Source: an optimization exercise on an open RTL-to-GDS flow (aim: small area, a short achievable clock period and few clock cycles). Production flows keep margins and buffers that such runs may drop.
Power and IR drop assume default switching activity.

==> flow/design.v <==
module fpu(
    input  logic [31:0] op_A_in,
    input  logic [31:0] op_B_in,
    input  logic clk,
    input  logic reset,
    input  logic start,
    output logic [31:0] data_out,
    output logic [3:0]  status_out,
    output logic done
);
    logic [7:0]  ea, eb, e_l, gt, eq;
    logic [8:0]  d_ab, d_ba;
    logic [4:0]  sh;
    logic        a_ge_e, e_eq, fa_lt, a_big, s_l, eff_sub, swap_f, big;
    logic [25:0] m_a, m_b, m_l, m_s, m_s_sh, lost_mask;
    logic        sticky;
    logic [26:0] x, y, g, p, gg, pp, sum;
    always_comb begin
        ea   = op_A_in[30:23];
        eb   = op_B_in[30:23];
        m_a  = {|ea, op_A_in[22:0], 2'b00};
        m_b  = {|eb, op_B_in[22:0], 2'b00};
        d_ab = {1'b0, ea} - {1'b0, eb};
        d_ba = {1'b0, eb} - {1'b0, ea};
        gt = ea & ~eb;
        eq = ~(ea ^ eb);
        for (int l = 0; l < 3; l++)
            for (int i = 0; i < 8; i += 2 << l) begin
                gt[i] = gt[i + (1 << l)] | (eq[i + (1 << l)] & gt[i]);
                eq[i] = eq[i + (1 << l)] & eq[i];
            end
        a_ge_e = gt[0] | eq[0];
        e_eq   = eq[0];
        fa_lt  = op_A_in[22:0] < op_B_in[22:0];
        e_l  = a_ge_e ? ea  : eb;
        m_l  = a_ge_e ? m_a : m_b;
        m_s  = a_ge_e ? m_b : m_a;
        sh   = a_ge_e ? ea[4:0] - eb[4:0] : eb[4:0] - ea[4:0];
        a_big = e_eq ? ~fa_lt : a_ge_e;
        s_l   = a_big ? op_A_in[31] : op_B_in[31];
        eff_sub = op_A_in[31] ^ op_B_in[31];
        swap_f  = eff_sub & e_eq & fa_lt;
        big       = a_ge_e ? d_ab[7:0] > 8'd24 : d_ba[7:0] > 8'd24;
        m_s_sh    = big ? 26'd0 : (m_s >> sh);
        lost_mask = big ? 26'h3ffffff : ~(26'h3ffffff << sh);
        sticky    = |(m_s & lost_mask);
        x = {1'b0, m_l};
        y = {1'b0, m_s_sh} ^ {27{eff_sub}};
        g = x & y;
        p = x ^ y;
        gg = g;
        pp = p;
        gg[0] = g[0] | (p[0] & eff_sub & ~swap_f);
        for (int l = 0; l < 5; l++)
            for (int i = 26; i >= (1 << l); i--) begin
                gg[i] = gg[i] | (pp[i] & gg[i - (1 << l)]);
                pp[i] = pp[i] & pp[i - (1 << l)];
            end
        sum = (p ^ {27{swap_f}}) ^ {gg[25:0], eff_sub & ~swap_f};
    end
    logic [26:0] r;
    logic [7:0]  e_q;
    logic        s_q, sticky_q;
    always_ff @(posedge clk) begin
        r        <= sum;
        e_q      <= e_l;
        s_q      <= s_l;
        sticky_q <= sticky;
    end
    always_ff @(posedge clk or negedge reset) begin
        if (!reset) done <= 1'b0;
        else        done <= start;
    end
    logic        zero, left, c_out, uf, ovf;
    logic [25:0] w, n0, n1, n2, n3, n4, keep;
    logic [23:0] ca;
    logic [22:0] inc, f_out;
    logic [4:0]  k;
    logic [7:0]  e_p1, e_p2, e_nr, e_left, e_out, e4, e3, e2, e1;
    always_comb begin
        zero = ~|r;
        left = ~r[26] & ~r[25];
        w  = r[26] ? r[26:1] : r[25:0];
        ca = w[25:2];
        for (int l = 0; l < 5; l++)
            for (int i = 0; i < 24; i++)
                if (i[l]) ca[i] = ca[i] & ca[((i >> (l + 1)) << (l + 1)) + (1 << l) - 1];
        inc   = w[24:2] ^ ({ca[21:0], 1'b1} & {23{w[0]}});
        c_out = w[0] & ca[23];
        e_p1  = e_q + 8'd1;
        e_p2  = e_q + 8'd2;
        e_nr  = (r[26] & c_out) ? e_p2 : (r[26] | c_out) ? e_p1 : e_q;
        k[4] = ~|r[25:10]; n1 = k[4] ? {r[9:0], 16'd0} : r[25:0];
        e4 = k[4] ? e_q - 8'd16 : e_q;
        k[3] = ~|n1[25:18]; n2 = k[3] ? {n1[17:0], 8'd0} : n1;
        e3 = k[3] ? e4 - 8'd8 : e4;
        k[2] = ~|n2[25:22]; n3 = k[2] ? {n2[21:0], 4'd0} : n2;
        e2 = k[2] ? e3 - 8'd4 : e3;
        k[1] = ~|n3[25:24]; n4 = k[1] ? {n3[23:0], 2'd0} : n3;
        e1 = k[1] ? e2 - 8'd2 : e2;
        k[0] = ~n4[25];     n0 = k[0] ? {n4[24:0], 1'd0} : n4;
        e_left = k[0] ? e1 - 8'd1 : e1;
        keep = ~(26'h3ffffff >> e_q);
        uf   = ~r[26] & ~|(r[25:0] & keep);
        ovf  = (&e_q) | (~left & ((e_q == 8'd254 & (r[26] | c_out)) | (e_q == 8'd253 & r[26] & c_out)));
        e_out = left ? e_left : e_nr;
        f_out = left ? n0[24:2] : inc;
        if (zero) begin
            data_out = 32'd0;                   status_out = 4'b0001;
        end else if (ovf) begin
            data_out = {s_q, 8'hFF, 23'd0};     status_out = 4'b0100;
        end else if (uf) begin
            data_out = 32'd0;                   status_out = 4'b1000;
        end else begin
            data_out = {s_q, e_out, f_out};
            status_out = (w[0] && !left) || sticky_q ? 4'b0010 : 4'b0001;
        end
    end
endmodule
export LEC_CHECK = 0
export ABC_AREA = 1
export CAP_MARGIN = 20
export CORE_MARGIN = 2
export CORE_UTILIZATION = 45
export GPL_TIMING_DRIVEN = 0
export SLEW_MARGIN = 20
create_clock -name core_clock -period 10.0 [get_ports {clk}]
standard.sh (not shown) runs the stock make flow with config.mk's settings and CLKGATE_MAP_FILE= SYNTH_SCRIPT=/design/flow/synth_recipe.tcl, a recipe that flattens the netlist after the stock synthesis.
==> flow/flow/run.sh <==
#!/bin/bash
# The standard layout, with plain buffers (sky130_fd_sc_hd__buf_1) on the
# ports in place of the delay cells that buffer_ports picks by default.
set -euo pipefail
export BUFFER_PORTS_ARGS="-buffer_cell sky130_fd_sc_hd__buf_1"
bash standard.sh > standard_make.log 2>&1
Next try:
--- a/flow/design.v
+++ b/flow/design.v
@@ -43,21 +43,21 @@
         big       = a_ge_e ? d_ab[7:0] > 8'd24 : d_ba[7:0] > 8'd24;
         m_s_sh    = big ? 26'd0 : (m_s >> sh);
         lost_mask = big ? 26'h3ffffff : ~(26'h3ffffff << sh);
         sticky    = |(m_s & lost_mask);
-        x = {1'b0, m_l};
-        y = {1'b0, m_s_sh} ^ {27{eff_sub}};
+        x = {1'b0, m_l} ^ {27{eff_sub}};
+        y = {1'b0, m_s_sh};
         g = x & y;
         p = x ^ y;
         gg = g;
         pp = p;
-        gg[0] = g[0] | (p[0] & eff_sub & ~swap_f);
+        gg[0] = g[0] | (p[0] & swap_f);
         for (int l = 0; l < 5; l++)
             for (int i = 26; i >= (1 << l); i--) begin
                 gg[i] = gg[i] | (pp[i] & gg[i - (1 << l)]);
                 pp[i] = pp[i] & pp[i - (1 << l)];
             end
-        sum = (p ^ {27{swap_f}}) ^ {gg[25:0], eff_sub & ~swap_f};
+        sum = (p ^ {27{eff_sub & ~swap_f}}) ^ {gg[25:0], swap_f};
     end
     logic [26:0] r;
     logic [7:0]  e_q;
     logic        s_q, sticky_q;
After rerunning: Global-route usage decreases by 0.33 points. Via count decreases by 3.0%. Sequential power decreases by about 4%. Wire length decreases by 4.9%. Flip-flop and latch count does not change. Non-clock buffer count decreases by 2. Area after synthesis decreases by 3.6%. Die area decreases by 3.5%.
No run of this note included a check of the RTL's function; only the layout flow was run.

-- afterwards: timing with drivers on the ports --
Ports are ideal in the flow. The routed layouts listed here were re-timed in OpenROAD.
Step 1 sets driving cells, clkbuf_16 on the clock port and buf_2 on the other inputs (assumed; they add their load-dependent delay and slew).
Step 2 adds t to the input delays and takes it off the output delays; t is the mean of the earliest and latest rising clock arrival at the registers after step 1. Input paths then give back, and output paths get back, about the clock's delay inside the block.
Three values: ideal, step 1, step 2; two values: the first two.
run | t (ns) | slack for setup (ns) | clock arrival spread, ns | worst data-port slew with drivers (ns) | pins driven straight from the clock port
the first run | 0.331 | 2.702 / 2.716 / 2.385 | 0.008 / 0.008 | 0.04 | 1
the second run | 0.321 | 2.511 / 2.529 / 2.208 | 0.005 / 0.006 | 0.04 | 1
After both steps every run listed still meets setup and hold. For the first run, which loses most, drivers alone change the setup slack by +0.014 ns; drivers and shift together by -0.317 ns.
